What follows belongs to an exercise in optimizing a design on an open flow for small area, a short achievable clock period and few clock cycles per item; a production flow would make more cautious choices.
RTL that was checked went through simulation tests only; none was proved equivalent to the original.
The RTL of runs 2 and 6 was laid out without a check of its function.

### flow/constraint.sdc
create_clock -name core_clock -period 6.0 [get_ports {clk}]
set_input_delay 1.2000 -clock core_clock [delete_from_list [all_inputs] [get_ports {clk}]]
set_output_delay 1.2000 -clock core_clock [all_outputs]
set_load 0.01 [all_outputs]
### flow/design.v
module sha1_block (
    input wire clk,
    input wire rst,
    input wire start,
    input wire [159:0] context_in,
    input wire [511:0] block,
    output wire done,
    output wire [159:0] context_out);
reg [31:0] a, b, c;       
reg [511:0] win;         
reg [31:0] s;            
reg [31:0] pw;           
reg [31:0] yz;           
reg [6:0] cnt;           
reg [3:0] gk;            
reg [2:0] gf;            
reg busy;
reg f1, f2, f81, f82, f83;   
reg done_r;
assign done = done_r;
assign context_out = {b, rotl2(c), pw, s, a};
wire [31:0] h0 = context_in[159:128];
wire [31:0] h1 = context_in[127:96];
wire [31:0] h2 = context_in[95:64];
wire [31:0] h3 = context_in[63:32];
wire [31:0] h4 = context_in[31:0];
function [31:0] rotl5(input [31:0] x); rotl5 = {x[26:0], x[31:27]}; endfunction
function [31:0] rotr2(input [31:0] x); rotr2 = {x[1:0], x[31:2]}; endfunction
function [31:0] rotl2(input [31:0] x); rotl2 = {x[29:0], x[31:30]}; endfunction
function [31:0] rotl1(input [31:0] x); rotl1 = {x[30:0], x[31]}; endfunction
function [31:0] kconst(input [3:0] g);
    kconst = ({32{g[0]}} & 32'h5A827999) | ({32{g[1]}} & 32'h6ED9EBA1) |
             ({32{g[2]}} & 32'h8F1BBCDC) | ({32{g[3]}} & 32'hCA62C1D6);
endfunction
wire [31:0] wx = rotl1(win[95:64] ^ win[255:224] ^ win[447:416] ^ win[511:480]);
reg [31:0] wn;
integer i;
always @* begin
    wn = {32{cnt >= 7'd16 && cnt < 7'd80}} & wx;
    for (i = 0; i < 16; i = i + 1)
        wn = wn | ({32{cnt == i}} & block[511 - 32*i -: 32]);
    wn = wn | ({32{cnt == 7'd80}} & h4) | ({32{cnt == 7'd81}} & h3) | ({32{cnt == 7'd82}} & h2);
end
wire [31:0] wq1 = win[31:0];                
wire [31:0] y = rotr2(b), z = c;
wire [31:0] fp = ({32{gf[0]}} & y) | ({32{gf[1]}} & ~yz) | ({32{gf[2]}} & (y | z));
wire [31:0] fq = ({32{gf[0]}} & z) | ({32{gf[1]}} & yz) | ({32{gf[2]}} & (y & z));
wire [31:0] f = (a & fp) | (~a & fq);      
wire [31:0] a_n = rotl5(a) + s;
wire [31:0] s_n = f + pw;
wire [31:0] pw_n = c + kconst(gk) + wq1;
wire [31:0] hb = {32{f82 | f83}} & yz;
always @(posedge clk) begin
    if (rst) begin
        busy <= 1'b0;
        done_r <= 1'b0;
    end else begin
        done_r <= busy && f83;
        if (start) busy <= 1'b1;
        else if (f83) busy <= 1'b0;
    end
    if (rst || !(busy || start)) cnt <= 7'd0;
    else cnt <= cnt + 7'd1;
    f1 <= start;
    f2 <= f1;
    f81 <= busy && (cnt == 7'd80);
    f82 <= busy && (cnt == 7'd81);
    f83 <= busy && (cnt == 7'd82);
    if (cnt < 7'd20) gk <= 4'b0001;
    else if (cnt < 7'd40) gk <= 4'b0010;
    else if (cnt < 7'd60) gk <= 4'b0100;
    else if (cnt < 7'd80) gk <= 4'b1000;
    else gk <= 4'b0000;
    gf <= (f81 || f82) ? 3'b000 : {gk[2], gk[1] | gk[3], gk[0]};
    win <= {win[479:0], wn};
    s <= s_n;
    pw <= pw_n;
    yz <= f81 ? h1 : f82 ? h0 : rotr2(a) ^ rotr2(b);
    if (start) begin
        a <= rotl2(h2);
        b <= rotl2(h3);
        c <= h4;
    end else begin
        a <= ({32{f1}} & h1) | ({32{f2}} & h0) | ({32{f83}} & s) |
             ({32{!(f1 | f2 | f83)}} & a_n);
        b <= a + hb;
        c <= rotr2(b);
    end
end
endmodule
### flow/config.mk
export PLATFORM = sky130hd
export DESIGN_NAME = sha1_block
export DESIGN_NICKNAME = sha1_block
export VERILOG_FILES = /design/flow/design.v
export SDC_FILE = /design/flow/constraint.sdc
export NUM_CORES = 4
export LEC_CHECK = 0
export CAP_MARGIN = 20
export CORE_MARGIN = 2
export CORE_UTILIZATION = 55
export CTS_CLUSTER_DIAMETER = 80
export CTS_CLUSTER_SIZE = 30
export PLACE_DENSITY = 0.7
export SETUP_SLACK_MARGIN = 2.6
export SLEW_MARGIN = 20
### flow/flow/run.sh
#!/bin/bash
# The standard ORFS layout (standard.sh), except that the buffers ORFS puts on
# every input and output port are the smallest buffer cell instead of the
# resizer's default choice.
set -euo pipefail
bash standard.sh BUFFER_PORTS_ARGS="-buffer_cell sky130_fd_sc_hd__buf_1" finish > flow_make.log 2>&1
### flow/standard.sh
#!/bin/bash
# synth_recipe.tcl (not shown) runs the flow's synth.tcl, then flattens the netlist and writes it again
# the make line also repeats each setting of config.mk as NAME=value (left out here)
make -C /OpenROAD-flow-scripts/flow DESIGN_CONFIG=/design/flow/config.mk WORK_HOME=/design/flow/orfs CLKGATE_MAP_FILE= SYNTH_SCRIPT=/design/flow/synth_recipe.tcl "${@:-finish}"
==> results.py, run 1 <==
metrics = {
    "floorplanning": {
        "initial_core_util_pct": 55.5,
        "rows": 86,
        "io-pin-count": 836,
        "die_height_um": 239,
        "coreArea_um2": 54900,
        "dieArea_um2": 57300,
        "die_width_um": 239,
    },
    "placed_design": {
        "dp_cells": 4497,
        "place_congestion": 1.13,
        "io_buffer_count": 835,
        "hpwlAfterDp_um": 112000,
    },
    "route": {
        "via_count": 30700,
        "drt_wl_total_um": 147000,
        "ant_nets": 0,
        "dr.pass1.iters": 14,
        "wl_per_cell_um": 31.7,
        "drt_first_iter_violations": 4351,
        "drc": 0,
        "vias_per_cell": 6.60,
    },
    "cells_and_area": {
        "stdcell_count": 4651,
        "drive_gt1_share_pct": 8.93,
        "n_fill_cell": 4327,
        "layout_common_cells": "buf_1, dfxtp_1, nand2_1",
        "multiInputGateArea_um2": 15500,
        "area_growth_pct": 20.9,
        "final_common_cell": "buf_1",
        "nNetsFinal": 4746,
        "regArea_um2": 14600,
    },
    "sta": {
        "rsz0062_at_grt": "true",
        "period_needed_ns": 3.50,
        "period_share_pct": 58.3,
        "final.setup.tns_ns": 0,
        "setup_viol": 0,
        "max_freq_ghz": 0.286,
        "tightest_slew_ns": 1.13,
        "max-slew-margin-rel_pct": 24.9,
        "fin_worst_skew_ns": 0.0214,
        "report.final.hold_viol_count": 0,
        "final_max_slew_viol_count": 0,
    },
    "critical_path": {
        "worstPathMaxFanout": 14,
        "arrival_ns": 3.97,
        "cp_slowest_cell": "dfxtp_4",
        "worstSetupEndpointType": "register",
        "slowest_delay_ns": 0.42,
        "cp-start-kind": "register",
        "cp.required_ns": 6.47,
        "setup.worst_path.class": "register to register",
        "crit_chain": "o21ai_1 > nand2_1 > o21ai_0 > nand2_1 > ha_1 > fa_2 > a211oi_2 > o21ai_1 > a211o_1 > a211o_1 > a41o_1 > o21ai_4 > o21ai_4 > o311ai_2",
    },
    "logic_synthesis": {
        "synth_ff_type": "dfxtp_1",
        "async_reset_ff_share_pct": 0,
        "synth_edf_count": 0,
        "synth_sequential_area_ratio_pct": 47.7,
        "yosys_warnings": 1,
        "netlist_area_um2": 30500,
        "syn_inst": 3054,
        "synthDistinctLibCells": 78,
        "ys_ff_latch": 725,
        "syn_avg_cell_area_um2": 9.97,
        "syn-num-nets": 3891,
    },
    "grt": {
        "overflow": 0,
        "grt_pass1_wl_um": 198000,
        "grt_max_degree": 77,
        "grt.total_usage_pct": 48.8,
        "antenna_found_initial": 42,
        "grt_pass1_vias": 28600,
    },
    "clocking": {
        "clkTransAtPathRegs_ns": 0.10,
        "ctsHoldBuffers": 0,
        "cts_buffers": 35,
        "insertion_delay_ns": 0.60,
        "clock-sinks": 725,
        "cts-htree-levels": 2,
        "cts_tree": "yes",
        "cts_root_buffer": "clkbuf_16",
        "cts_max_path_buffers": 3,
    },
    "run_status": {
        "status": "complete, no violations",
    },
    "flow_run": {
        "cap_violations": 0,
    },
    "worst_hold_path": {
        "hold_class": "register to register",
    },
}
synthesized netlist by cell type, types with 14 or more instances:
cell | instances | area [um2]
o21bai_1 | 21 | 158
a211oi_1 | 18 | 135
clkbuf_1 | 104 | 390
o21ai_0 | 145 | 726
nand2b_1 | 14 | 87.6
a221oi_1 | 134 | 1170
a21o_1 | 43 | 323
o21ai_1 | 22 | 110
nand4_1 | 44 | 275
nor3b_1 | 23 | 173
o211ai_1 | 19 | 143
xor2_1 | 68 | 596
a22oi_1 | 68 | 510
nand2_1 | 223 | 837
ha_1 | 128 | 1600
buf_2 | 18 | 90.1
xnor2_1 | 194 | 1700
o31ai_1 | 27 | 203
nand3_1 | 20 | 100
dfxtp_1 | 725 | 14500
a222oi_1 | 28 | 280
nor2_1 | 155 | 582
a22o_1 | 97 | 850
and3_1 | 52 | 325
fa_1 | 34 | 681
nor2b_1 | 50 | 313
nor3_1 | 38 | 190
o21a_1 | 63 | 473
a31oi_1 | 20 | 125
mux2_2 | 42 | 473
inv_1 | 136 | 510
a21oi_1 | 154 | 771
state kept, by name (all words and copies together), names as in the netlist, 7 cells and up:
signal  flops
win       512
a          32
b          32
c          32
pw         32
s          32
yz         32
cnt         7
critical path: cells and delay by family (launching register included):
family / cells / cell delay, ns
adder cells (fa/ha/maj): 2 / 0.62
flip-flops: 1 / 0.42
AO/OA/AOI/OAI: 10 / 2.19
AND/OR/NAND/NOR: 2 / 0.14
stage by stage:
stage,area (um2),hold slack (ns),worst slack [ns],util (%)
floorplan,30500,0.310,2.63,-
global placement,34400,0.310,2.16,62.7
detailed placement,34400,0.312,2.06,62.7
CTS,35900,0.325,2.52,65.3
global route,36800,0.327,2.38,67.0
finish,36800,0.322,2.50,67.1
repair_timing:
item / in CTS / in global routing
setup endpoints to repair: 50 / 54
cloned: 1 / 3
setup buffers: 24 / 51
pin swaps: 18 / 56
resized for setup: 52 / 99
cells by family after synthesis:
group | Yosys count | share of synthesized area (%)
compound gates | 923 | 21.7
xor+xnor | 262 | 7.53
buf+inv | 271 | 3.43
mux | 45 | 1.65
simple gates | 666 | 10.5
flops | 725 | 47.7
fa+ha+maj | 162 | 7.49
layer usage:
metal	share of wire [%]	track usage (%)	wire length (um)
met3	16	23.4	23900
met2	40	68.4	59000
met4	7.3	28.0	10700
met5	0.22	1.21	323
met1	36	60.9	53400
cell type report:
type	count	share of cell area, %
Antenna cell	26	0.177
Tap cell	704	2.39
Clock inverter	13	0.513
Inverter	137	1.40
Sequential cell	725	39.6
Multi-Input combinational cell	2059	42.1
Timing Repair Buffer	951	11.4
Clock buffer	36	2.42
worst paths after layout:
kind / startpoint / to / slack (ns) / cells after the start
setup / recovery: gf[2]$_SDFF_PP0_ / s[28]$_DFF_P_ / 2.50 / 14
hold / removal: win[54]$_DFF_P_ / win[86]$_DFF_P_ / 0.32 / 0
setup reg to reg: gf[2]$_SDFF_PP0_ / s[28]$_DFF_P_ / 2.50 / 14
hold reg to reg: win[54]$_DFF_P_ / win[86]$_DFF_P_ / 0.32 / 0
Testbench counts, summed over its fixed seeds: cycles 43,520, blocks 512.
==> run 2, diff against run 1 <==
--- a/flow/design.v
+++ b/flow/design.v
@@ -49,7 +49,8 @@
 wire [31:0] a_n = rotl5(a) + s;
 wire [31:0] s_n = f + pw;
 wire [31:0] pw_n = c + kconst(gk) + wq1;
-wire [31:0] hb = {32{f82 | f83}} & yz;
+wire [31:0] ba = {32{!start}} & a;
+wire [31:0] hb = start ? rotl2(h3) : {32{f82 | f83}} & yz;
 always @(posedge clk) begin
     if (rst) begin
         busy <= 1'b0;
@@ -76,15 +77,9 @@
     s <= s_n;
     pw <= pw_n;
     yz <= f81 ? h1 : f82 ? h0 : rotr2(a) ^ rotr2(b);
-    if (start) begin
-        a <= rotl2(h2);
-        b <= rotl2(h3);
-        c <= h4;
-    end else begin
-        a <= ({32{f1}} & h1) | ({32{f2}} & h0) | ({32{f83}} & s) |
-             ({32{!(f1 | f2 | f83)}} & a_n);
-        b <= a + hb;
-        c <= rotr2(b);
-    end
+    b <= ba + hb;
+    a <= ({32{start}} & rotl2(h2)) | ({32{f1}} & h1) | ({32{f2}} & h0) |
+         ({32{f83}} & s) | ({32{!(start | f1 | f2 | f83)}} & a_n);
+    c <= start ? h4 : rotr2(b);
 end
 endmodule
--- a/flow/config.mk
+++ b/flow/config.mk
@@ -7,9 +7,9 @@
 export LEC_CHECK = 0
 export CAP_MARGIN = 20
 export CORE_MARGIN = 2
-export CORE_UTILIZATION = 55
+export CORE_UTILIZATION = 50
 export CTS_CLUSTER_DIAMETER = 80
 export CTS_CLUSTER_SIZE = 30
-export PLACE_DENSITY = 0.7
+export PLACE_DENSITY = 0.65
 export SETUP_SLACK_MARGIN = 2.6
 export SLEW_MARGIN = 20
==> results.py, run 2 <==
metrics = {
    "logic_synthesis": {
        "yosysTopAreaCell": "dfxtp_1",
        "synth_simple_gate_area_share_pct": 8.82,
        "syn_inst": 2937,
        "synthTopCellsByArea": "dfxtp_1, xnor2_1, ha_1, a221oi_1, a22o_1",
        "synth_edf_count": 0,
        "synth-compound-area-share_pct": 23.2,
        "synthDistinctLibCells": 64,
        "synthTopCellsByCount": "dfxtp_1, xnor2_1, a21oi_1",
        "synth-adder-area-share_pct": 7.66,
        "yosys_warnings": 1,
        "synth-xor-area-share_pct": 7.12,
        "async_reset_ff_share_pct": 0,
        "netlist.area_leader.share_pct": 48.7,
        "synth_ff_type": "dfxtp_1",
        "syn-num-nets": 3774,
        "ys_ff_latch": 725,
        "netlist_area_um2": 29800,
        "synth_top_family_by_area": "compound AO/OA/AOI/OAI gates",
        "synth_sequential_area_ratio_pct": 48.7,
        "syn_avg_cell_area_um2": 10.1,
        "synth_mux_area_share_pct": 1.25,
        "synth.most_common_cell": "dfxtp_1",
    },
    "cells_and_area": {
        "largest_reg_flops": 512,
        "final_util_pct": 63.0,
        "n_fill_cell": 4954,
        "nNetsFinal": 4656,
        "drive_gt1_share_pct": 11.0,
        "final_common_cell": "buf_1",
        "layout_common_cells": "buf_1, dfxtp_1, xnor2_1",
        "area_growth_pct": 24.7,
        "final_area_um2": 37100,
        "regMostFlops": "win",
        "stdcell_count": 4633,
    },
    "grt": {
        "overflow": 0,
        "grt_pass1_wl_um": 194000,
        "grt.total_usage_pct": 44.8,
        "grt_max_degree": 63,
        "antenna_found_initial": 38,
        "grt_pass1_vias": 27500,
    },
    "floorplanning": {
        "die_height_um": 248,
        "rows": 89,
        "die_width_um": 248,
        "coreArea_um2": 58900,
        "dieArea_um2": 61500,
        "io-pin-count": 836,
        "initial_core_util_pct": 50.6,
    },
    "clocking": {
        "insertion_delay_ns": 0.61,
        "cts-htree-levels": 2,
        "cts_max_path_buffers": 3,
        "clock-sinks": 725,
        "cts_root_buffer": "clkbuf_16",
        "cts_buffers": 38,
        "clkTransAtPathRegs_ns": 0.10,
        "cts_tree": "yes",
    },
    "run_status": {
        "status": "complete, no violations",
    },
    "sta": {
        "rsz0062_at_grt": "true",
        "fin_worst_skew_ns": 0.0307,
        "tightest_slew_ns": 1.14,
        "period_share_pct": 65.8,
        "final.setup.tns_ns": 0,
        "final_max_slew_viol_count": 0,
        "setup_viol": 0,
        "period_needed_ns": 3.95,
        "max-slew-margin-rel_pct": 23.6,
        "report.final.hold_viol_count": 0,
        "timing.hold.ws_ns": 0.311,
        "max_freq_ghz": 0.253,
    },
    "placed_design": {
        "place_congestion": 1.06,
        "hpwlAfterDp_um": 112000,
        "dp_cells": 4447,
        "detailed_place.area_um2": 34100,
        "io_buffer_count": 835,
    },
    "critical_path": {
        "setup.worst_path.start": "gk[0]$_SDFF_PP1_",
        "setup.worst_path.class": "register to register",
        "worstSetupEndpointType": "register",
        "cp-start-kind": "register",
        "r2r-start": "gk[0]$_SDFF_PP1_",
        "r2r-end": "pw[31]$_DFF_P_",
        "reg2reg_slack_ns": 2.05,
        "worstPathMaxFanout": 7,
        "arrival_ns": 4.48,
        "cp.required_ns": 6.53,
        "critPathCapture": "pw[31]$_DFF_P_",
        "worstRegToRegCells": 15,
    },
    "route": {
        "vias_per_cell": 6.41,
        "via_count": 29700,
        "drt_wl_total_um": 146000,
        "wl_per_cell_um": 31.6,
        "drt_first_iter_violations": 3958,
        "drc": 0,
        "ant_nets": 0,
        "dr.pass1.iters": 10,
    },
    "worst_hold_path": {
        "hold_depth": 0,
        "hold_class": "register to register",
    },
    "flow_run": {
        "cap_violations": 0,
    },
}
[run 2: critical path, cell delays in order, from the launching register on]
cell and delay (ns):
dfxtp_4 0.41, or2_4 0.26, fa_2 0.36, ha_4 0.17, inv_2 0.05, fa_2 0.24
nor2b_4 0.05, o31a_1 0.26, o311a_1 0.33, a2111o_1 0.41, a311o_1 0.34, a22o_4 0.30
a21oi_4 0.14, o21ai_2 0.10, o41ai_2 0.28, xnor2_1 0.16
[run 2: worst min path at each step]
stage	startpoint	end	slack (ns)
after floorplan	win[96]$_DFF_P_	win[128]$_DFF_P_	0.31
after global placement	win[51]$_DFF_P_	win[83]$_DFF_P_	0.31
after detailed placement	win[164]$_DFF_P_	win[196]$_DFF_P_	0.31
after CTS	win[263]$_DFF_P_	win[295]$_DFF_P_	0.30
after global routing	win[263]$_DFF_P_	win[295]$_DFF_P_	0.31
final	win[263]$_DFF_P_	win[295]$_DFF_P_	0.31
[run 2: repair_timing]
item	CTS	global route
setup buffers	57	36
endpoints found under the setup margin	55	40
gates resized for setup	98	77
hold buffers	0	0
pin swaps	46	61
cloned	8	4
[run 2: area by class of cell]
cell class	instances	area, um2	area share, %
Inverter	117	442	1.19
Antenna cell	25	62.6	0.168
Clock buffer	43	1000	2.69
Multi-Input combinational cell	1960	15300	41.3
Timing Repair Buffer	977	4560	12.3
Sequential cell	725	14600	39.2
Tap cell	773	967	2.60
Clock inverter	13	196	0.529
[run 2: logic make-up after synthesis]
logic type,after synthesis
compound gates,984
flops,725
simple gates,538
buf+inv,253
xor+xnor,242
fa+ha+maj,162
mux,33
[run 2: metal layers]
layer / up-vias / global-route usage, % / part of all wire [%]
met5: - / 1.51 / 0.15
met4: 22 / 23.7 / 6.0
met3: 551 / 18.2 / 14
met2: 2328 / 64.1 / 42
met1: 14300 / 57.5 / 38
li1: 12500 / - / -
[run 2: metrics by stage]
stage	setup slack [ns]
floorplan	1.91
global placement	1.33
detailed placement	1.26
CTS	2.11
global route	1.99
finish	2.05
==> run 3, diff against run 2 <==
--- a/flow/design.v
+++ b/flow/design.v
@@ -28,6 +28,28 @@
 function [31:0] rotr2(input [31:0] x); rotr2 = {x[1:0], x[31:2]}; endfunction
 function [31:0] rotl2(input [31:0] x); rotl2 = {x[29:0], x[31:30]}; endfunction
 function [31:0] rotl1(input [31:0] x); rotl1 = {x[30:0], x[31]}; endfunction
+function [31:0] sk_add(input [31:0] x, input [31:0] y);
+    reg [31:0] g, p;
+    integer i, l;
+    begin
+        g = x & y;
+        p = x ^ y;
+        for (l = 0; l < 5; l = l + 1)
+            for (i = 31; i >= 0; i = i - 1)
+                if (((i >> l) & 1) == 1) begin
+                    g[i] = g[i] | (p[i] & g[((i >> l) << l) - 1]);
+                    p[i] = p[i] & p[((i >> l) << l) - 1];
+                end
+        sk_add = x ^ y ^ {g[30:0], 1'b0};
+    end
+endfunction
+function [31:0] sk_add3(input [31:0] x, input [31:0] y, input [31:0] z);
+    reg [31:0] m;
+    begin
+        m = (x & y) | (x & z) | (y & z);
+        sk_add3 = sk_add(x ^ y ^ z, {m[30:0], 1'b0});
+    end
+endfunction
 function [31:0] kconst(input [3:0] g);
     kconst = ({32{g[0]}} & 32'h5A827999) | ({32{g[1]}} & 32'h6ED9EBA1) |
              ({32{g[2]}} & 32'h8F1BBCDC) | ({32{g[3]}} & 32'hCA62C1D6);
@@ -46,11 +68,10 @@
 wire [31:0] fp = ({32{gf[0]}} & y) | ({32{gf[1]}} & ~yz) | ({32{gf[2]}} & (y | z));
 wire [31:0] fq = ({32{gf[0]}} & z) | ({32{gf[1]}} & yz) | ({32{gf[2]}} & (y & z));
 wire [31:0] f = (a & fp) | (~a & fq);      
-wire [31:0] a_n = rotl5(a) + s;
-wire [31:0] s_n = f + pw;
-wire [31:0] pw_n = c + kconst(gk) + wq1;
-wire [31:0] ba = {32{!start}} & a;
-wire [31:0] hb = start ? rotl2(h3) : {32{f82 | f83}} & yz;
+wire [31:0] a_n = sk_add(rotl5(a), s);
+wire [31:0] s_n = sk_add(f, pw);
+wire [31:0] pw_n = sk_add3(c, kconst(gk), wq1);
+wire [31:0] hb = {32{f82 | f83}} & yz;
 always @(posedge clk) begin
     if (rst) begin
         busy <= 1'b0;
@@ -77,9 +98,15 @@
     s <= s_n;
     pw <= pw_n;
     yz <= f81 ? h1 : f82 ? h0 : rotr2(a) ^ rotr2(b);
-    b <= ba + hb;
-    a <= ({32{start}} & rotl2(h2)) | ({32{f1}} & h1) | ({32{f2}} & h0) |
-         ({32{f83}} & s) | ({32{!(start | f1 | f2 | f83)}} & a_n);
-    c <= start ? h4 : rotr2(b);
+    if (start) begin
+        a <= rotl2(h2);
+        b <= rotl2(h3);
+        c <= h4;
+    end else begin
+        a <= ({32{f1}} & h1) | ({32{f2}} & h0) | ({32{f83}} & s) |
+             ({32{!(f1 | f2 | f83)}} & a_n);
+        b <= sk_add(a, hb);
+        c <= rotr2(b);
+    end
 end
 endmodule
--- a/flow/config.mk
+++ b/flow/config.mk
@@ -11,5 +11,5 @@
 export CTS_CLUSTER_DIAMETER = 80
 export CTS_CLUSTER_SIZE = 30
 export PLACE_DENSITY = 0.65
-export SETUP_SLACK_MARGIN = 2.6
+export SETUP_SLACK_MARGIN = 2.4
 export SLEW_MARGIN = 20
==> results.py, run 3 <==
metrics = {
    "run_status": {
        "status": "complete, no violations",
    },
    "logic_synthesis": {
        "synth_sequential_area_ratio_pct": 49.8,
        "synth_edf_count": 0,
        "netlist_area_um2": 29100,
        "netlist.area_leader.share_pct": 49.8,
        "syn_inst": 2800,
        "async_reset_ff_share_pct": 0,
        "synth_ff_type": "dfxtp_1",
        "syn-num-nets": 3649,
        "syn_avg_cell_area_um2": 10.4,
        "ys_ff_latch": 725,
        "synthDistinctLibCells": 62,
        "yosysTopAreaCell": "dfxtp_1",
        "yosys_warnings": 1,
        "synthTopCellsByArea": "dfxtp_1, xnor2_1, ha_1, a221oi_1, fa_1",
        "synth.most_common_cell": "dfxtp_1",
        "synthTopCellsByCount": "dfxtp_1, xnor2_1, nand2_1",
    },
    "critical_path": {
        "cp_top_family": "compound AO/OA/AOI/OAI gates",
        "crit_buf_inv": 4,
        "crit_chain": "nor2_2 > buf_4 > nor2b_1 > ha_1 > inv_1 > fa_1 > nor2b_1 > o21a_1 > o21ai_0 > buf_4 > a211oi_2 > buf_4 > o21ai_1 > a211oi_2 > o21a_1 > o21a_1 > o31ai_1",
        "cp-start-kind": "register",
        "slowest_delay_ns": 0.37,
        "setup.worst_path.class": "register to register",
        "arrival_ns": 4.02,
        "cp_slowest_cell": "o21ai_1",
        "worstSetupEndpointType": "register",
        "worstPathMaxFanout": 15,
        "cp.required_ns": 6.49,
    },
    "placed_design": {
        "io_buffer_count": 835,
        "detailed_place.area_um2": 33100,
        "hpwlAfterDp_um": 115000,
        "place_congestion": 1.09,
    },
    "sta": {
        "final.setup.tns_ns": 0,
        "period_needed_ns": 3.53,
        "setup_viol": 0,
        "period_share_pct": 58.8,
        "rsz0062_at_grt": "true",
        "max_freq_ghz": 0.283,
        "max-slew-margin-rel_pct": 29.9,
        "tightest_slew_ns": 1.05,
        "final_max_slew_viol_count": 0,
        "fin_worst_skew_ns": 0.0421,
        "report.final.hold_viol_count": 0,
    },
    "clocking": {
        "cts_tree": "yes",
        "cts_root_buffer": "clkbuf_16",
        "insertion_delay_ns": 0.62,
        "ctsHoldBuffers": 0,
        "cts_buffers": 38,
        "cts-htree-levels": 2,
        "clkTransAtPathRegs_ns": 0.11,
        "cts_max_path_buffers": 3,
        "clock-sinks": 725,
    },
    "flow_run": {
        "cap_violations": 0,
    },
    "grt": {
        "overflow": 0,
        "grt_pass1_wl_um": 195000,
        "grt_pass1_vias": 26400,
        "globalRouteMet1Util_pct": 59.2,
        "grtUsageMet3_pct": 15.6,
        "grt_max_degree": 71,
        "grt-busiest-layer": "met2",
        "antenna_found_initial": 46,
        "grtUsageMet2_pct": 69.3,
        "grt.total_usage_pct": 46.3,
    },
    "floorplanning": {
        "rows": 88,
        "coreArea_um2": 57700,
        "initial_core_util_pct": 50.5,
        "dieArea_um2": 60200,
        "io-pin-count": 836,
        "die_height_um": 245,
        "die_width_um": 245,
    },
    "route": {
        "wl_per_cell_um": 33.0,
        "ant_nets": 0,
        "dr.pass1.iters": 10,
        "drt_wl_total_um": 145000,
        "drt_first_iter_violations": 3833,
        "via_count": 27900,
        "vias_per_cell": 6.33,
        "drc": 0,
    },
    "cells_and_area": {
        "n_fill_cell": 5119,
        "multiInputGateArea_um2": 13800,
        "final_common_cell": "buf_1",
        "largest_reg_flops": 512,
        "nNetsFinal": 4442,
        "drive_gt1_share_pct": 6.35,
        "regArea_um2": 14500,
        "area_growth_pct": 19.1,
        "layout_common_cells": "buf_1, dfxtp_1, xnor2_1",
        "final_area_um2": 34700,
        "regMostFlops": "win",
    },
    "worst_hold_path": {
        "hold_class": "register to register",
    },
}
-- run 3: cell types whose count changed in the layout (fill, tap and decap cells not counted), moves of 31 or more --
cell / before / now
o21ai_0: 156 / 123
buf_4: 121 / 50
a222oi_1: 0 / 35
a22o_1: 146 / 97
a21oi_1: 165 / 113
nand2_1: 118 / 162
a221oi_1: 162 / 131
-- run 3: cells by family (layout without fill, tap and decap cells) --
logic type	after synthesis	in the layout	synth area share, %
xor+xnor	254	254	7.64
flops	725	725	49.8
fa+ha+maj	174	174	8.74
simple gates	551	551	9.05
buf+inv	271	1080	3.57
other cells	0	29	0
compound gates	782	782	19.5
mux	43	43	1.65
-- run 3: path summary, 6_finish.rpt --
| kind | depth (start not counted) | endpoint | from | slack, ns |
|---|---|---|---|---|
| setup reg to reg | 17 | b[28]$_DFF_P_ | f83$_DFF_P_ | 2.47 |
| hold reg to reg | 0 | win[84]$_DFF_P_ | win[52]$_DFF_P_ | 0.29 |
| hold / removal | 0 | win[84]$_DFF_P_ | win[52]$_DFF_P_ | 0.29 |
| setup / recovery | 17 | b[28]$_DFF_P_ | f83$_DFF_P_ | 2.47 |
-- run 3: final cells by class --
type	count	share of cell area (%)
antenna	29	0.209
clock buffer	40	2.82
clock inverter	16	0.591
inverter	134	1.46
multi-input combinational	1804	39.9
sequential	725	41.9
tap	765	2.76
timing repair buffer	889	10.3
timing repair inverter	1	0.0216
-- run 3: worst reg2reg max path, stage by stage, from the launching register on --
cell and delay, ns:
dfxtp_1 0.34, nor2_2 0.13, buf_4 0.29, nor2b_1 0.09
ha_1 0.19, inv_1 0.08, fa_1 0.25, nor2b_1 0.07
o21a_1 0.17, o21ai_0 0.15, buf_4 0.17, a211oi_2 0.07
buf_4 0.19, o21ai_1 0.37, a211oi_2 0.17, o21a_1 0.24
o21a_1 0.19, o31ai_1 0.27
-- run 3: stage by stage --
| step | utilization, % | hold WS [ns] | std cells | setup slack (ns) |
|---|---|---|---|---|
| 6_report | 60.1 | 0.294 | 4403 | 2.47 |
| 3_3_place_gp | 57.4 | 0.310 | 4304 | 1.89 |
| 3_5_place_dp | 57.4 | 0.312 | 4304 | 1.82 |
| 4_1_cts | 59.6 | 0.298 | 4364 | 2.38 |
| 5_1_grt | 60.1 | 0.301 | 4392 | 2.31 |
| 2_1_floorplan | - | 0.310 | 2800 | 2.63 |
-- run 3: layer usage --
metal / up-vias / wire (um) / share of wire (%)
li1: 11700 / - / -
met1: 13500 / 54200 / 37
met2: 2234 / 62300 / 43
met3: 466 / 20000 / 14
met4: 26 / 8710 / 6.0
met5: - / 174 / 0.12
-- run 3: timing repair --
item	in CTS	in global routing
buffers inserted	3	9
pin swaps	3	10
gates resized for setup	16	37
gates cloned	1	1
endpoints found under the setup margin	44	34
Testbench counts of run 3, summed over its fixed seeds: cycles 43,520, blocks 512.
==> run 4, diff against run 3 <==
--- a/flow/config.mk
+++ b/flow/config.mk
@@ -11,5 +11,5 @@
 export CTS_CLUSTER_DIAMETER = 80
 export CTS_CLUSTER_SIZE = 30
 export PLACE_DENSITY = 0.65
-export SETUP_SLACK_MARGIN = 2.4
+export SETUP_SLACK_MARGIN = 2.8
 export SLEW_MARGIN = 20
==> results.py, run 4 <==
metrics = {
    "floorplanning": {
        "coreArea_um2": 57700,
        "die_width_um": 245,
        "rows": 88,
        "dieArea_um2": 60200,
        "io-pin-count": 836,
        "initial_core_util_pct": 50.5,
        "die_height_um": 245,
    },
    "cells_and_area": {
        "area_growth_pct": 23.3,
        "regMostFlops": "win",
        "layout_common_cells": "buf_1, dfxtp_1, xnor2_1",
        "regArea_um2": 14600,
        "final_area_um2": 35900,
        "largest_reg_flops": 512,
        "nNetsFinal": 4507,
        "final_common_cell": "buf_1",
        "drive_gt1_share_pct": 10.6,
        "multiInputGateArea_um2": 14300,
        "n_fill_cell": 4812,
    },
    "critical_path": {
        "r2r-start": "gk[1]$_SDFF_PP0_",
        "cp.required_ns": 6.54,
        "worstSetupEndpointType": "register",
        "reg2reg_slack_ns": 2.65,
        "setup.worst_path.class": "register to register",
        "setup.worst_path.start": "gk[1]$_SDFF_PP0_",
        "worstPathMaxFanout": 7,
        "cp-start-kind": "register",
        "arrival_ns": 3.89,
    },
    "sta": {
        "fin_worst_skew_ns": 0.0512,
        "max_freq_ghz": 0.298,
        "rsz0062_at_grt": "true",
        "tightest_slew_ns": 1.09,
        "period_share_pct": 55.9,
        "final.setup.tns_ns": 0,
        "period_needed_ns": 3.35,
        "max-slew-margin-rel_pct": 27.4,
        "report.final.hold_viol_count": 0,
        "final_max_slew_viol_count": 0,
        "setup_viol": 0,
    },
    "logic_synthesis": {
        "synth_edf_count": 0,
        "synth_ff_type": "dfxtp_1",
        "synth.most_common_cell": "dfxtp_1",
        "netlist_area_um2": 29100,
        "synth-xor-area-share_pct": 7.64,
        "netlist.area_leader.share_pct": 49.8,
        "ys_ff_latch": 725,
        "synthDistinctLibCells": 62,
        "syn-num-nets": 3649,
        "async_reset_ff_share_pct": 0,
        "syn_inst": 2800,
        "yosys_warnings": 1,
        "synthTopCellsByCount": "dfxtp_1, xnor2_1, nand2_1",
        "synth-adder-area-share_pct": 8.74,
        "synth_simple_gate_area_share_pct": 9.05,
        "synth_mux_area_share_pct": 1.65,
        "yosysTopAreaCell": "dfxtp_1",
        "synth_sequential_area_ratio_pct": 49.8,
        "synth_top_family_by_area": "compound AO/OA/AOI/OAI gates",
        "synth-compound-area-share_pct": 19.5,
        "syn_avg_cell_area_um2": 10.4,
        "synthTopCellsByArea": "dfxtp_1, xnor2_1, ha_1, a221oi_1, fa_1",
    },
    "grt": {
        "grt_pass1_vias": 26900,
        "grt_max_degree": 78,
        "antenna_found_initial": 55,
        "grtUsageMet3_pct": 17.9,
        "grt_pass1_wl_um": 200000,
        "globalRouteMet1Util_pct": 58.8,
        "grt.total_usage_pct": 47.8,
        "grtUsageMet2_pct": 71.8,
        "grt-busiest-layer": "met2",
        "overflow": 0,
    },
    "clocking": {
        "clock-sinks": 725,
        "cts_max_path_buffers": 3,
        "insertion_delay_ns": 0.63,
        "cts-htree-levels": 2,
        "ctsHoldBuffers": 0,
        "clkTransAtPathRegs_ns": 0.12,
        "cts_tree": "yes",
        "cts_buffers": 38,
        "cts_root_buffer": "clkbuf_16",
    },
    "placed_design": {
        "detailed_place.area_um2": 33100,
        "io_buffer_count": 835,
        "hpwlAfterDp_um": 118000,
        "place_congestion": 1.07,
    },
    "worst_hold_path": {
        "hold_start": "win[149]$_DFF_P_",
        "hold_class": "register to register",
    },
    "route": {
        "ant_nets": 0,
        "via_count": 28500,
        "vias_per_cell": 6.36,
        "drt_wl_total_um": 152000,
        "drc": 0,
        "wl_per_cell_um": 34.0,
        "drt_first_iter_violations": 3957,
        "dr.pass1.iters": 8,
    },
    "flow_run": {
        "cap_violations": 0,
    },
    "run_status": {
        "status": "complete, no violations",
    },
}
==> run 4: cell counts after synthesis <==
Identical to the previous run, type by type.
==> run 4: layer usage <==
layer | up-vias | share of wire [%]
met5 | - | 0.12
met4 | 26 | 7.4
met3 | 577 | 14
met2 | 2284 | 43
met1 | 13800 | 36
li1 | 11800 | -
==> run 4: timing repair <==
action,4_1_cts,5_1_grt
pin swaps,43,62
buffers inserted,37,39
gates cloned,2,3
setup endpoints to repair,81,73
resized for setup,94,106
==> run 4: worst paths after layout <==
kind / depth (start not counted) / to
worst min register to register: 0 / win[181]$_DFF_P_
worst max-delay path: 14 / pw[31]$_DFF_P_
worst min-delay path: 0 / win[181]$_DFF_P_
worst max register to register: 14 / pw[31]$_DFF_P_
==> run 4: layout make-up <==
class	count	area share (%)
timing repair buffer	955	11.8
antenna	37	0.258
inverter	134	1.41
clock buffer	41	2.76
multi-input combinational	1804	39.9
sequential	725	40.6
tap	765	2.66
clock inverter	14	0.602
==> run 4: cell families (layout without fill, tap and decap cells) <==
kind of cell | after synthesis | count (layout)
compound gates | 782 | 782
xor+xnor | 254 | 254
fa+ha+maj | 174 | 174
buf+inv | 271 | 1144
flops | 725 | 725
mux | 43 | 43
other cells | 0 | 37
simple gates | 551 | 551
==> run 4: critical path: stages (launching register included) <==
cell	delay (ns)
dfxtp_4	0.40
or2_4	0.28
buf_4	0.14
inv_1	0.10
fa_1	0.43
inv_2	0.09
ha_4	0.21
nand4_1	0.21
nor4_1	0.11
a32o_2	0.32
o41ai_4	0.26
nand3_2	0.14
a31o_4	0.28
a21oi_2	0.16
xnor2_1	0.14
==> run 4: stage by stage <==
step | hold WS, ns | instances | setup WS [ns] | util, %
6_report | 0.297 | 4475 | 2.65 | 62.3
5_1_grt | 0.311 | 4465 | 2.58 | 62.2
4_1_cts | 0.301 | 4396 | 2.60 | 60.7
3_5_place_dp | 0.312 | 4302 | 1.95 | 57.4
3_3_place_gp | 0.310 | 4302 | 2.01 | 57.4
2_1_floorplan | 0.310 | 2800 | 2.78 | -
==> run 5, diff against run 4 <==
--- a/flow/config.mk
+++ b/flow/config.mk
@@ -11,5 +11,5 @@
 export CTS_CLUSTER_DIAMETER = 80
 export CTS_CLUSTER_SIZE = 30
 export PLACE_DENSITY = 0.65
-export SETUP_SLACK_MARGIN = 2.8
+export SETUP_SLACK_MARGIN = 2.6
 export SLEW_MARGIN = 20
==> results.py, run 5 <==
metrics = {
    "run_status": {
        "status": "complete, no violations",
    },
    "logic_synthesis": {
        "syn_inst": 2800,
        "synthTopCellsByCount": "dfxtp_1, xnor2_1, nand2_1",
        "synthTopCellsByArea": "dfxtp_1, xnor2_1, ha_1, a221oi_1, fa_1",
        "syn_avg_cell_area_um2": 10.4,
        "syn-num-nets": 3649,
        "synth_simple_gate_area_share_pct": 9.05,
        "yosysTopAreaCell": "dfxtp_1",
        "synth_ff_type": "dfxtp_1",
        "synth_edf_count": 0,
        "synth_sequential_area_ratio_pct": 49.8,
        "synthDistinctLibCells": 62,
        "synth_mux_area_share_pct": 1.65,
        "async_reset_ff_share_pct": 0,
        "netlist_area_um2": 29100,
        "synth.most_common_cell": "dfxtp_1",
        "ys_ff_latch": 725,
        "yosys_warnings": 1,
        "netlist.area_leader.share_pct": 49.8,
        "synth_top_family_by_area": "compound AO/OA/AOI/OAI gates",
        "synth-compound-area-share_pct": 19.5,
        "synth-adder-area-share_pct": 8.74,
        "synth-xor-area-share_pct": 7.64,
    },
    "sta": {
        "max-slew-margin-rel_pct": 15.4,
        "final.setup.tns_ns": 0,
        "period_share_pct": 56.3,
        "report.final.hold_viol_count": 0,
        "period_needed_ns": 3.38,
        "setup_viol": 0,
        "timing.hold.ws_ns": 0.295,
        "max_freq_ghz": 0.296,
        "fin_worst_skew_ns": 0.0393,
        "tightest_slew_ns": 1.27,
        "rsz0062_at_grt": "true",
        "final_max_slew_viol_count": 0,
    },
    "route": {
        "via_count": 28100,
        "drc": 0,
        "wl_per_cell_um": 33.2,
        "drt_wl_total_um": 147000,
        "drt_first_iter_violations": 3684,
        "vias_per_cell": 6.34,
        "ant_nets": 0,
        "dr.pass1.iters": 7,
    },
    "floorplanning": {
        "die_height_um": 245,
        "dieArea_um2": 60200,
        "initial_core_util_pct": 50.5,
        "coreArea_um2": 57700,
        "rows": 88,
        "io-pin-count": 836,
        "die_width_um": 245,
    },
    "grt": {
        "grt_pass1_wl_um": 196000,
        "antenna_found_initial": 50,
        "grt.total_usage_pct": 46.5,
        "grt_max_degree": 71,
        "overflow": 0,
        "grt_pass1_vias": 26500,
    },
    "placed_design": {
        "io_buffer_count": 835,
        "place_congestion": 1.09,
        "hpwlAfterDp_um": 115000,
    },
    "worst_hold_path": {
        "hold_class": "register to register",
    },
    "critical_path": {
        "arrival_ns": 3.94,
        "reg2reg_slack_ns": 2.62,
        "setup.worst_path.class": "register to register",
        "cp-start-kind": "register",
        "worstPathMaxFanout": 5,
        "cp.required_ns": 6.56,
        "worstSetupEndpointType": "register",
    },
    "cells_and_area": {
        "n_fill_cell": 5074,
        "final_common_cell": "buf_1",
        "layout_common_cells": "buf_1, dfxtp_1, xnor2_1",
        "final_util_pct": 60.9,
        "multiInputGateArea_um2": 14000,
        "regArea_um2": 14600,
        "drive_gt1_share_pct": 7.88,
        "largest_reg_flops": 512,
        "regMostFlops": "win",
        "area_growth_pct": 20.6,
        "nNetsFinal": 4464,
    },
    "clocking": {
        "clock-sinks": 725,
        "ctsHoldBuffers": 0,
        "cts_buffers": 38,
        "cts-htree-levels": 2,
        "insertion_delay_ns": 0.62,
        "cts_max_path_buffers": 3,
        "clkTransAtPathRegs_ns": 0.12,
        "cts_root_buffer": "clkbuf_16",
        "cts_tree": "yes",
    },
    "flow_run": {
        "cap_violations": 0,
    },
}
==> run 5: repair_timing <==
item                                    CTS  global route
endpoints found under the setup margin   62            55
setup buffers                            15            17
cloned                                    2             2
pin swaps                                15            38
gates resized for setup                  51            56
==> run 5: worst paths after layout <==
| kind | cells after the start | end | startpoint |
|---|---|---|---|
| worst min-delay path | 0 | win[84]$_DFF_P_ | win[52]$_DFF_P_ |
| worst max register to register | 14 | pw[28]$_DFF_P_ | gk[0]$_SDFF_PP1_ |
| worst max-delay path | 14 | pw[28]$_DFF_P_ | gk[0]$_SDFF_PP1_ |
| worst min register to register | 0 | win[84]$_DFF_P_ | win[52]$_DFF_P_ |
==> run 5: through the flow <==
step	cell area, um2	std cells	setup slack, ns
final	35100	4423	2.62
after global routing	35100	4414	2.50
after CTS	34700	4377	2.57
after detailed placement	33100	4304	1.82
after global placement	33100	4304	1.89
after floorplan	29100	2800	2.63
==> run 5: layer usage <==
layer | global-route usage, % | share of wire, % | up-vias
met1 | 59.1 | 37 | 13600
met5 | 0 | 0.19 | -
met4 | 25.6 | 6.3 | 42
met2 | 69.1 | 43 | 2219
met3 | 16.1 | 14 | 502
li1 | - | - | 11700
==> run 5: final cells by class <==
type                    count  area share [%]
repair inverters            1          0.0214
diodes                     27           0.192
repair buffers            910            10.8
multi-input cells        1805            40.0
inverters                 134            1.44
clock buffers              40            2.79
flip-flops and latches    725            41.4
clock inverters            16           0.584
well taps                 765            2.73
==> run 5: cell families (layout without fill, tap and decap cells) <==
group,Yosys count,count (layout)
xor+xnor,254,254
buf+inv,271,1101
simple gates,551,552
fa+ha+maj,174,174
other cells,0,27
compound gates,782,782
mux,43,43
flops,725,725
==> run 5: worst max-delay path, stage by stage, from the launching register on <==
cell and delay (ns):
dfxtp_4 0.43, buf_12 0.11, nor3_4 0.05, fa_1 0.52
inv_2 0.06, ha_4 0.16, or4_4 0.52, a21o_1 0.20
a32o_2 0.29, o41ai_4 0.27, buf_4 0.18, nand2_4 0.05
o21a_1 0.23, nor2_2 0.13, xnor2_1 0.12
==> run 6, diff against run 5 <==
==> flow/design.v (replaced) <==
module sha1_block (
    input wire clk,
    input wire rst,
    input wire start,
    input wire [159:0] context_in,
    input wire [511:0] block,
    output wire done,
    output wire [159:0] context_out);
reg [31:0] a, b, c;
reg [31:0] s, u;
reg [511:0] win;         
reg [5:0] cnt;           
reg [2:0] gc;            
reg [2:0] gn;            
reg busy;
reg f39, f40;            
reg done_r;
assign done = done_r;
assign context_out = {a, b, c, u, s};
wire [31:0] h0 = context_in[159:128];
wire [31:0] h1 = context_in[127:96];
wire [31:0] h2 = context_in[95:64];
wire [31:0] h3 = context_in[63:32];
wire [31:0] h4 = context_in[31:0];
function [31:0] rotl5(input [31:0] x); rotl5 = {x[26:0], x[31:27]}; endfunction
function [31:0] rotr2(input [31:0] x); rotr2 = {x[1:0], x[31:2]}; endfunction
function [31:0] rotl1(input [31:0] x); rotl1 = {x[30:0], x[31]}; endfunction
function [31:0] kconst(input [2:0] g);
    case (g)
        3'd0: kconst = 32'h5A827999;
        3'd1: kconst = 32'h6ED9EBA1;
        3'd2: kconst = 32'h8F1BBCDC;
        3'd3: kconst = 32'hCA62C1D6;
        default: kconst = 32'd0;
    endcase
endfunction
function [31:0] ffun(input [2:0] g, input [31:0] x, input [31:0] y, input [31:0] z);
    case (g)
        3'd0: ffun = (x & y) | (~x & z);
        3'd1, 3'd3: ffun = x ^ y ^ z;
        3'd2: ffun = (x & y) | (x & z) | (y & z);
        default: ffun = 32'd0;
    endcase
endfunction
function [2:0] group(input [5:0] q);    
    group = (q <= 6'd10) ? 3'd0 : (q <= 6'd20) ? 3'd1 : (q <= 6'd30) ? 3'd2 :
            (q <= 6'd40) ? 3'd3 : 3'd4;
endfunction
wire [31:0] x0 = rotl1(win[95:64] ^ win[255:224] ^ win[447:416] ^ win[511:480]);
wire [31:0] x1 = rotl1(win[63:32] ^ win[223:192] ^ win[415:384] ^ win[479:448]);
wire [63:0] bp = block[511 - 64*cnt[2:0] -: 64];
wire [63:0] wnn = start ? block[511:448] : (cnt < 6'd8) ? bp : {x0, x1};
wire [31:0] w2 = wnn[63:32];
wire [31:0] w3 = wnn[31:0];
wire [31:0] a1 = rotl5(a) + s;
wire [31:0] s1 = ffun(gc, a, rotr2(b), c) + u;
wire [31:0] a2 = rotl5(a1) + s1;
wire [31:0] fx = start ? h1 : a1;
wire [31:0] fy = start ? h2 : rotr2(a);
wire [31:0] fz = start ? h3 : rotr2(b);
wire [31:0] kn = kconst(gn);
wire [31:0] v  = (start ? h4 : c) + kn + (f40 ? h4 : w2);
wire [31:0] s2 = ffun(gn, fx, fy, fz) + v;
wire [31:0] u2 = fz + kn + (f40 ? h3 : w3) + (f39 ? h0 : 32'd0);
always @(posedge clk) begin
    if (rst) begin
        busy <= 1'b0;
        done_r <= 1'b0;
    end else begin
        done_r <= busy && f40;
        if (start) busy <= 1'b1;
        else if (f40) busy <= 1'b0;
    end
    if (start) cnt <= 6'd1;
    else cnt <= cnt + 6'd1;
    f39 <= busy && !start && (cnt == 6'd38);
    f40 <= busy && !start && (cnt == 6'd39);
    gc <= gn;
    if (rst || !busy || start) gn <= 3'd0;    
    else gn <= group(cnt + 6'd2);
    win <= {win[447:0], wnn};
    s <= s2;
    u <= u2;
    if (start) begin
        a <= h0;
        b <= h1;
        c <= h2;
    end else begin
        a <= a2;
        b <= f40 ? a1 + h1 : a1;
        c <= f40 ? rotr2(a) + h2 : rotr2(a);
    end
end
endmodule
--- a/flow/config.mk
+++ b/flow/config.mk
@@ -8,8 +8,6 @@
 export CAP_MARGIN = 20
 export CORE_MARGIN = 2
 export CORE_UTILIZATION = 50
-export CTS_CLUSTER_DIAMETER = 80
-export CTS_CLUSTER_SIZE = 30
 export PLACE_DENSITY = 0.65
-export SETUP_SLACK_MARGIN = 2.6
+export SETUP_SLACK_MARGIN = 1.0
 export SLEW_MARGIN = 20
==> results.py, run 6 <==
metrics = {
    "grt": {
        "grt_pass1_wl_um": 254000,
        "overflow": 0,
        "antenna_found_initial": 46,
        "globalRouteMet1Util_pct": 54.2,
        "grt.total_usage_pct": 43.1,
        "grt-busiest-layer": "met2",
        "grtUsageMet2_pct": 64.8,
        "grt_pass1_vias": 37000,
        "grtUsageMet3_pct": 12.7,
        "grt_max_degree": 65,
    },
    "sta": {
        "timing.hold.ws_ns": 0.312,
        "rsz0062_at_grt": "true",
        "setup_viol": 14,
        "tightest_slew_ns": 1.34,
        "period_needed_ns": 6.39,
        "report.final.hold_viol_count": 0,
        "fin_ws_ns": -0.391,
        "fin_worst_skew_ns": 0.0378,
        "final_max_slew_viol_count": 0,
        "max-slew-margin-rel_pct": 10.4,
        "period_share_pct": 107,
        "max_freq_ghz": 0.156,
        "final.setup.tns_ns": -3.13,
    },
    "cells_and_area": {
        "largest_reg_flops": 512,
        "final_util_pct": 68.2,
        "n_fill_cell": 6594,
        "stdcell_count": 6578,
        "regMostFlops": "win",
        "final_common_cell": "buf_1",
        "drive_gt1_share_pct": 24.1,
        "nNetsFinal": 6514,
        "area_growth_pct": 35.5,
        "final_area_um2": 54600,
        "layout_common_cells": "buf_1, dfxtp_1, buf_4",
    },
    "critical_path": {
        "r2r-start": "s[1]$_DFF_P_",
        "cp.required_ns": 6.57,
        "crit_top_cell": "a21oi_2",
        "setup.worst_path.class": "register to register",
        "reg2reg_slack_ns": -0.39,
        "r2r-end": "s[30]$_DFF_P_",
        "worstRegToRegCells": 29,
        "worstPathMaxFanout": 3,
        "worstSetupEndpointType": "register",
        "cp_slowest_cell": "fa_2",
        "slowest_delay_ns": 0.54,
        "arrival_ns": 6.96,
        "cp-start-kind": "register",
    },
    "clocking": {
        "cts-htree-levels": 3,
        "cts_buffers": 72,
        "cts_root_buffer": "clkbuf_16",
        "cts_tree": "yes",
        "clock-sinks": 688,
        "insertion_delay_ns": 0.65,
        "clkTransAtPathRegs_ns": 0.07,
        "cts_max_path_buffers": 3,
        "ctsHoldBuffers": 0,
    },
    "worst_hold_path": {
        "hold_start": "win[383]$_DFF_P_",
        "hold_depth": 0,
        "hold_class": "register to register",
        "min_delay_worst_endpoint": "win[447]$_DFF_P_",
    },
    "run_status": {
        "failed_checks": "setup timing",
        "status": "failed layout checks",
    },
    "placed_design": {
        "io_buffer_count": 835,
        "dp_cells": 6309,
        "detailed_place.area_um2": 49100,
        "dpl_worst_slack_ns": -0.557,
        "hpwlAfterDp_um": 150000,
        "place_congestion": 1.06,
    },
    "floorplanning": {
        "die_height_um": 288,
        "coreArea_um2": 80200,
        "initial_core_util_pct": 50.3,
        "io-pin-count": 836,
        "die_width_um": 288,
        "dieArea_um2": 83000,
        "rows": 104,
    },
    "logic_synthesis": {
        "synthDistinctLibCells": 90,
        "synth_sequential_area_ratio_pct": 34.1,
        "ys_ff_latch": 688,
        "synth_ff_type": "dfxtp_1",
        "synthTopCellsByArea": "dfxtp_1, fa_1, ha_1, xor2_1, mux2i_1",
        "netlist_area_um2": 40300,
        "synth_edf_count": 0,
        "syn_inst": 4009,
        "syn_avg_cell_area_um2": 10.1,
        "netlist.area_leader.share_pct": 34.1,
        "yosys_warnings": 1,
        "synthTopCellsByCount": "dfxtp_1, inv_1, nor2_1",
        "async_reset_ff_share_pct": 0,
        "syn-num-nets": 5100,
        "yosysTopAreaCell": "dfxtp_1",
        "synth.most_common_cell": "dfxtp_1",
    },
    "flow_run": {
        "cap_violations": 0,
    },
    "route": {
        "ant_nets": 0,
        "dr.pass1.iters": 6,
        "drc": 0,
        "wl_per_cell_um": 28.2,
        "drt_first_iter_violations": 4265,
        "vias_per_cell": 5.85,
        "via_count": 38500,
        "drt_wl_total_um": 185000,
    },
}
## run 6: critical path, delay by kind of cell, from the launching register on
family	cells	cell delay [ns]
compound gates	18	3.02
fa+ha+maj	5	2.15
buf+inv	4	0.47
flops	1	0.35
xor+xnor	2	0.33
## run 6: final cells by class
class	count	area (um2)	area share [%]
Timing Repair Buffer	1511	8870	16.2
Clock inverter	47	698	1.28
Clock buffer	87	1970	3.60
Antenna cell	35	87.6	0.160
Inverter	294	1110	2.04
Tap cell	1060	1330	2.43
Sequential cell	688	13800	25.3
Multi-Input combinational cell	2856	26800	49.0
## run 6: worst max-delay path by stage
| stage | from | to | slack, ns | cells past startpoint |
|---|---|---|---|---|
| after floorplan | a[27]$_DFF_P_ | s[31]$_DFF_P_ | 0.06 | 28 |
| after global placement | start | s[31]$_DFF_P_ | -0.52 | 21 |
| after detailed placement | start | s[31]$_DFF_P_ | -0.56 | 21 |
| after CTS | a[27]$_DFF_P_ | s[31]$_DFF_P_ | -0.32 | 28 |
| after global routing | a[27]$_DFF_P_ | s[30]$_DFF_P_ | -0.68 | 29 |
| final | s[1]$_DFF_P_ | s[30]$_DFF_P_ | -0.39 | 29 |
## run 6: per-layer routing
metal | routed length, um | up-vias | share of wire (%)
li1 | - | 17000 | -
met1 | 70300 | 18500 | 38
met2 | 81100 | 2374 | 44
met3 | 21200 | 523 | 11
met4 | 12400 | 26 | 6.7
met5 | 175 | - | 0.094
## run 6: cells by family (layout without fill, tap and decap cells)
| kind of cell | Yosys count | after routing | share of synthesized area [%] |
|---|---|---|---|
| other cells | 0 | 35 | 0 |
| flops | 688 | 688 | 34.1 |
| compound gates | 976 | 976 | 16.6 |
| simple gates | 731 | 731 | 8.30 |
| fa+ha+maj | 416 | 416 | 17.0 |
| xor+xnor | 372 | 372 | 8.17 |
| mux | 361 | 361 | 11.4 |
| buf+inv | 465 | 1939 | 4.39 |
## run 6: repair_timing
action,in CTS,in global routing
cloned,2,0
setup endpoints to repair,72,85
buffers inserted,52,46
pin swaps,120,124
endpoints found under the hold margin,0,0
resized for setup,240,163

-- separate check: timing with driven ports --
In the flow no input, the clock included, has a driving cell. The finished layouts below were timed again as built, in two steps.
Step 1 sets driving cells, clkbuf_16 on the clock port and buf_2 on the other inputs (assumed; they add their load-dependent delay and slew).
Step 2 moves the port delays by t, midway between the first and last clock arrival at a register: inputs arrive t later, outputs are due t later. That takes back most of the time a late clock gives input paths.
Slacks: ideal ports / drivers / drivers and shift; pairs: ideal ports / drivers.
run | t, ns | setup WS [ns] | worst hold slack (ns)
run 1 | 0.657 | 2.505 / 2.505 / 2.505 | 0.322 / 0.322 / 0.322
run 2 | 0.655 | 2.054 / 2.054 / 1.807 | 0.311 / 0.311 / 0.311
run 3 | 0.663 | 2.471 / 2.471 / 2.471 | 0.294 / 0.294 / 0.294
run 4 | 0.666 | 2.647 / 2.647 / 2.647 | 0.297 / 0.297 / 0.297
run 5 | 0.667 | 2.624 / 2.624 / 2.624 | 0.295 / 0.295 / 0.295
run 6 | 0.703 | -0.391 / -0.391 / -0.595 | 0.312 / 0.312 / 0.312
The setup slack of run 2, which loses most, moves by 0.000 ns with the drivers and by -0.247 ns with both steps.
